Context: an optimization exercise on an open-source flow, tuned for small area, a short achievable clock period and few clock cycles. The choices shown serve that exercise and are no tape-out recipe.
Where RTL was checked, it was by simulation tests only, not by an equivalence proof against the original.
Power is estimated from default activity; no workload was simulated.

== wip/ember ==
Design mips_multi, start of the top module:
module mips_multi(
	input clk, rst,
	output [29:0] mem_addr,
	output mem_we,
	output [31:0] mem_wdata,
	input [31:0] mem_rdata
    );
Settings: LEC_CHECK=0, CAP_MARGIN=20, CORE_MARGIN=2, CORE_UTILIZATION=50, CTS_CLUSTER_DIAMETER=80, CTS_CLUSTER_SIZE=20, SLEW_MARGIN=20, TNS_END_PERCENT=100; clock period 8.5 ns.
standard.sh (not shown) runs the stock make flow with config.mk's settings and CLKGATE_MAP_FILE= SYNTH_SCRIPT=/design/flow/synth_recipe.tcl, a recipe that flattens the netlist after the stock synthesis.
==> flow/flow/run.sh <==
#!/bin/bash
set -euo pipefail
bash standard.sh SETUP_SLACK_MARGIN=5.4 finish > standard.log 2>&1
Testbench counts of wip/ember, summed over its fixed seeds: cycles 61,336.
Setup changes, wip/ember to wip/raven
# wip/ember
export LEC_CHECK = 0
export CAP_MARGIN = 20
export CORE_MARGIN = 2
export CORE_UTILIZATION = 50
export CTS_CLUSTER_DIAMETER = 80
export CTS_CLUSTER_SIZE = 20
export SLEW_MARGIN = 20
export TNS_END_PERCENT = 100
create_clock -name core_clock -period 8.5 [get_ports {clk}]
# wip/raven
export LEC_CHECK = 0
export CAP_MARGIN = 20
export CORE_MARGIN = 2
export CORE_UTILIZATION = 50
export CTS_CLUSTER_DIAMETER = 80
export CTS_CLUSTER_SIZE = 24
export SLEW_MARGIN = 20
export TNS_END_PERCENT = 100
create_clock -name core_clock -period 8.5 [get_ports {clk}]
Results
- Diff wip/ember -> wip/raven: max-slew violation count saw little to no change, met1 track utilization from global routing saw an increase.
- wip/ember consumes more power than wip/raven.
- Summary of wip/raven over wip/ember: total wire length roughly the same; total routed wire length on the met1 layer lower; number of clock buffers in the layout lower.
- Relative to wip/ember, the data arrival time of the critical path of wip/raven is lower by 130 ps.
- wip/raven against wip/ember: wire length of the first global-routing pass roughly the same; via count of the routed design barely changed.
### wip/raven -> wip/xenon
# wip/raven
export LEC_CHECK = 0
export CAP_MARGIN = 20
export CORE_MARGIN = 2
export CORE_UTILIZATION = 50
export CTS_CLUSTER_DIAMETER = 80
export CTS_CLUSTER_SIZE = 24
export SLEW_MARGIN = 20
export TNS_END_PERCENT = 100
create_clock -name core_clock -period 8.5 [get_ports {clk}]
# wip/xenon
export LEC_CHECK = 0
export CAP_MARGIN = 20
export CORE_MARGIN = 2
export CORE_UTILIZATION = 40
export CTS_CLUSTER_DIAMETER = 80
export CTS_CLUSTER_SIZE = 24
export SLEW_MARGIN = 20
export TNS_END_PERCENT = 100
create_clock -name core_clock -period 8.5 [get_ports {clk}]
==> flow/flow/run.sh <==
#!/bin/bash
set -euo pipefail
bash standard.sh SETUP_SLACK_MARGIN=5.5 finish > standard.log 2>&1
## What came out
Routed wire in wip/xenon totals more than in wip/raven. Taking wip/raven as 1.0, wip/xenon lands at 1.2 on non-clock buffer instance count of the final layout. Higher critical path data arrival time was reported by wip/raven, not wip/xenon. | share of the final layout cell area in multi-input gates | wip/raven vs wip/xenon | ≈ equal |. Diff wip/raven -> wip/xenon: via total after detailed routing rose by 1.6%; total power rose by about 1.1%.
Changes in wip/umber relative to wip/xenon:
# wip/xenon
export LEC_CHECK = 0
export CAP_MARGIN = 20
export CORE_MARGIN = 2
export CORE_UTILIZATION = 40
export CTS_CLUSTER_DIAMETER = 80
export CTS_CLUSTER_SIZE = 24
export SLEW_MARGIN = 20
export TNS_END_PERCENT = 100
create_clock -name core_clock -period 8.5 [get_ports {clk}]
# wip/umber
export LEC_CHECK = 0
export CAP_MARGIN = 20
export CORE_MARGIN = 2
export CORE_UTILIZATION = 50
export CTS_CLUSTER_DIAMETER = 80
export CTS_CLUSTER_SIZE = 24
export SLEW_MARGIN = 20
export TNS_END_PERCENT = 100
create_clock -name core_clock -period 8.5 [get_ports {clk}]
- wip/xenon reports its critical path capture point as rf[11][22]$_DFFE_PP_ while wip/umber reports e_a[22]$_DFF_P_.
- Delta (wip/umber minus wip/xenon): routed wire length about even; total power draw about even; slack of the critical path rose 7.4 ps.

The RTL this note starts from:
==> flow/design.v <==
`timescale 1ns / 1ps
`timescale 1ns / 1ps
`timescale 1ns / 1ps
`timescale 1ns / 1ps
`timescale 1ns / 1ps
`timescale 1ns / 1ps
module mips_multi(
	input clk, rst,
	output [29:0] mem_addr,
	output mem_we,
	output [31:0] mem_wdata,
	input [31:0] mem_rdata
    );
	reg  [29:0] fpc;             
	reg         d_v;             
	reg  [31:0] d_ir;            
	reg         e_wr;            
	reg         e_lwwr;          
	reg         e_sw, e_beq;     
	reg         e_sub, e_add, e_and, e_or, e_nor, e_slt;
	reg         e_mem;           
	reg  [31:0] e_a, e_b;
	reg  [15:0] e_imm;
	reg  [4:0]  e_rd;
	reg  [29:0] e_bt;            
	reg         e_bi0, e_bi1;    
	reg         m_v, m_sw;       
	reg  [29:0] m_addr;
	reg         x_ld, x_we;      
	reg  [4:0]  x_rd;
	reg  [31:0] w_d;             
	reg  [31:0] rf [1:31];       
	reg  [31:1] rv;              
	wire        wr_en = x_ld | x_we;
	wire [31:0] wr_d  = x_ld ? mem_rdata : w_d;
	always @(posedge clk)
		if (wr_en) rf[x_rd] <= wr_d;
	always @(posedge clk or posedge rst)
		if (rst) rv <= 31'b0;
		else if (wr_en) rv[x_rd] <= 1'b1;
	wire [5:0] op  = d_ir[31:26];
	wire [4:0] rs  = d_ir[25:21];
	wire [4:0] rt  = d_ir[20:16];
	wire [4:0] rd  = d_ir[15:11];
	wire [5:0] fn  = d_ir[5:0];
	wire d_r   = (op == 6'h00);
	wire d_lw  = (op == 6'h23);
	wire d_sw  = (op == 6'h2B);
	wire d_beq = (op == 6'h04);
	wire d_ub  = d_beq & (rs == rt);         
	wire f_sub = d_r & (fn == 6'h22);
	wire f_and = d_r & (fn == 6'h24);
	wire f_or  = d_r & (fn == 6'h25);
	wire f_nor = d_r & (fn == 6'h27);
	wire f_slt = d_r & (fn == 6'h2A);
	wire [4:0] d_dst = d_r ? rd : rt;
	wire d_use_rt = d_r | d_sw | d_beq;
	wire [29:0] d_bt = fpc + {{14{d_ir[15]}}, d_ir[15:0]};
	wire d_bi0 = (d_ir[15:0] == 16'd0);
	wire d_bi1 = (d_ir[15:0] == 16'd1);
	wire [31:0] opb = e_mem ? {{16{e_imm[15]}}, e_imm} : e_b;
	wire [32:0] sum = {1'b0, e_a} + {1'b0, opb ^ {32{e_sub}}} + {32'b0, e_sub};
	wire [31:0] alu = ({32{e_add}} & sum[31:0])
	                | ({32{e_and}} & (e_a & e_b))
	                | ({32{e_or}}  & (e_a | e_b))
	                | ({32{e_nor}} & ~(e_a | e_b))
	                | {31'b0, e_slt & ~sum[32]};
	wire taken  = e_beq & (e_a == e_b);
	wire kill_d = taken & ~e_bi0;             
	wire e_redir = kill_d & ~(e_bi1 & d_v);   
	wire stall = d_v & e_lwwr & ~d_ub &
	             ((e_rd == rs) | (d_use_rt & (e_rd == rt)));
	wire d_redir = d_v & d_ub & ~d_bi0 & ~kill_d;
	wire fetch   = ~m_v & ~(d_v & stall);
	wire squash  = e_redir | d_redir;
	wire [29:0] fpc1 = fpc + 30'd1;
	wire f_j = (mem_rdata[31:26] == 6'h02);
	wire d_go = d_v & ~stall & ~kill_d & ~d_ub;    
	reg  [31:0] rf_a, rf_b;
	integer i;
	always @* begin
		rf_a = 32'b0;
		rf_b = 32'b0;
		for (i = 1; i < 32; i = i + 1) begin
			rf_a = rf_a | ({32{rv[i] & (rs == i)}} & rf[i]);
			rf_b = rf_b | ({32{rv[i] & (rt == i)}} & rf[i]);
		end
	end
	wire [31:0] va = (e_wr & (e_rd == rs)) ? alu :
	                 (wr_en & (x_rd == rs)) ? wr_d : rf_a;
	wire [31:0] vb = (e_wr & (e_rd == rt)) ? alu :
	                 (wr_en & (x_rd == rt)) ? wr_d : rf_b;
	assign mem_addr  = m_v ? m_addr : fpc;
	assign mem_we    = m_sw;
	assign mem_wdata = w_d;
	always @(posedge clk or posedge rst) begin
		if (rst) begin
			fpc <= 30'b0;
			d_v <= 1'b0;
			e_wr <= 1'b0; e_lwwr <= 1'b0; e_sw <= 1'b0; e_beq <= 1'b0;
			m_v <= 1'b0; m_sw <= 1'b0;
			x_ld <= 1'b0; x_we <= 1'b0;
		end else begin
			if (e_redir)       fpc <= e_bt;
			else if (d_redir)  fpc <= d_bt;
			else if (fetch)    fpc <= f_j ? {fpc1[29:26], mem_rdata[25:0]} : fpc1;
			if (!(d_v & stall & ~kill_d))
				d_v <= fetch & ~squash & ~f_j;
			e_wr   <= d_go & d_r & (rd != 5'd0);
			e_lwwr <= d_go & d_lw & (rt != 5'd0);
			e_sw   <= d_go & d_sw;
			e_beq  <= d_go & d_beq;
			m_v  <= e_lwwr | e_sw;
			m_sw <= e_sw;
			x_ld <= e_lwwr;
			x_we <= e_wr;
		end
	end
	always @(posedge clk) begin
		if (!(d_v & stall)) d_ir <= mem_rdata;
		e_a   <= va;
		e_b   <= vb;
		e_imm <= d_ir[15:0];
		e_rd  <= d_dst;
		e_bt  <= d_bt;
		e_bi0 <= d_bi0;
		e_bi1 <= d_bi1;
		e_mem <= d_lw | d_sw;
		e_sub <= f_sub | f_slt;
		e_add <= ~(f_and | f_or | f_nor | f_slt);
		e_and <= f_and;
		e_or  <= f_or;
		e_nor <= f_nor;
		e_slt <= f_slt;
		m_addr <= alu[31:2];
		x_rd  <= e_rd;
		w_d   <= e_sw ? e_b : alu;
	end
endmodule
==> flow/config.mk <==
export PLATFORM = sky130hd
export DESIGN_NAME = mips_multi
export DESIGN_NICKNAME = mips_multi
export VERILOG_FILES = /design/flow/design.v
export SDC_FILE = /design/flow/constraint.sdc
export NUM_CORES = 4
export LEC_CHECK = 0
export ABC_CLOCK_PERIOD_IN_PS = 3500
export CAP_MARGIN = 20
export CORE_MARGIN = 2
export CORE_UTILIZATION = 40
export SETUP_SLACK_MARGIN = 4.5
export SLEW_MARGIN = 20
export TNS_END_PERCENT = 100
==> flow/constraint.sdc <==
create_clock -name core_clock -period 8.5 [get_ports {clk}]
set_input_delay 1.7000 -clock core_clock [delete_from_list [all_inputs] [get_ports {clk}]]
set_output_delay 1.7000 -clock core_clock [all_outputs]
set_load 0.01 [all_outputs]
run.sh (not shown) runs the stock make flow with config.mk's settings and CLKGATE_MAP_FILE= SYNTH_SCRIPT=/design/flow/synth_recipe.tcl, a recipe that flattens the netlist after the stock synthesis.
Stock flow here: none of the scripts above is used.
The baseline completed without violations.
Then changed:
--- a/flow/config.mk
+++ b/flow/config.mk
@@ -6,9 +6,6 @@
 export NUM_CORES = 4
 export LEC_CHECK = 0
-export ABC_CLOCK_PERIOD_IN_PS = 3500
 export CAP_MARGIN = 20
 export CORE_MARGIN = 2
 export CORE_UTILIZATION = 40
-export SETUP_SLACK_MARGIN = 4.5
 export SLEW_MARGIN = 20
-export TNS_END_PERCENT = 100
Effect: The new run finished with timing, DRC and antenna clean. Routed wire length hardly moves. Setup slack gets worse by 0.49 ns. Via count is about the same.
Function was not checked in any run of this note: the RTL went through the layout flow alone.

-- port drivers added, routing unchanged --
The results above use ideal ports. As a check the final layouts listed here were re-extracted and re-timed, cells and wires unchanged. Step 1 sets driving cells, clkbuf_16 on the clock port and buf_2 on the other inputs (assumed; they add their load-dependent delay and slew). Step 2, shift: input delay + t, output delay - t, t = (earliest + latest rising clock arrival at the registers) / 2. This alone moves slack from input paths to output paths. Slacks: no drivers / after step 1 / after step 2; pairs: no drivers / after step 1.
| run | t, ns | setup WS [ns] | hold slack, ns | worst setup path after step 2 |
|---|---|---|---|---|
| wip/ember | 0.798 | 5.215 / 5.215 / 4.642 | 0.409 / 0.409 / 0.409 | input to register |
| wip/raven | 0.772 | 5.314 / 5.287 / 4.694 | 0.388 / 0.388 / 0.388 | input to register |
| wip/xenon | 0.798 | 5.354 / 5.321 / 4.673 | 0.407 / 0.407 / 0.407 | input to register |
| wip/umber | 0.782 | 5.361 / 5.361 / 4.777 | 0.410 / 0.410 / 0.410 | input to register |
| the first run of note 2 | 0.845 | 4.423 / 4.423 / 4.045 | 0.406 / 0.406 / 0.406 | input to register |
| the second run of note 2 | 0.849 | 3.931 / 3.931 / 3.931 | 0.410 / 0.410 / 0.410 | register to register |
After both steps setup and hold are still met in every run listed. For wip/xenon, which loses most, drivers alone change the setup slack by -0.033 ns; drivers and shift together by -0.681 ns.
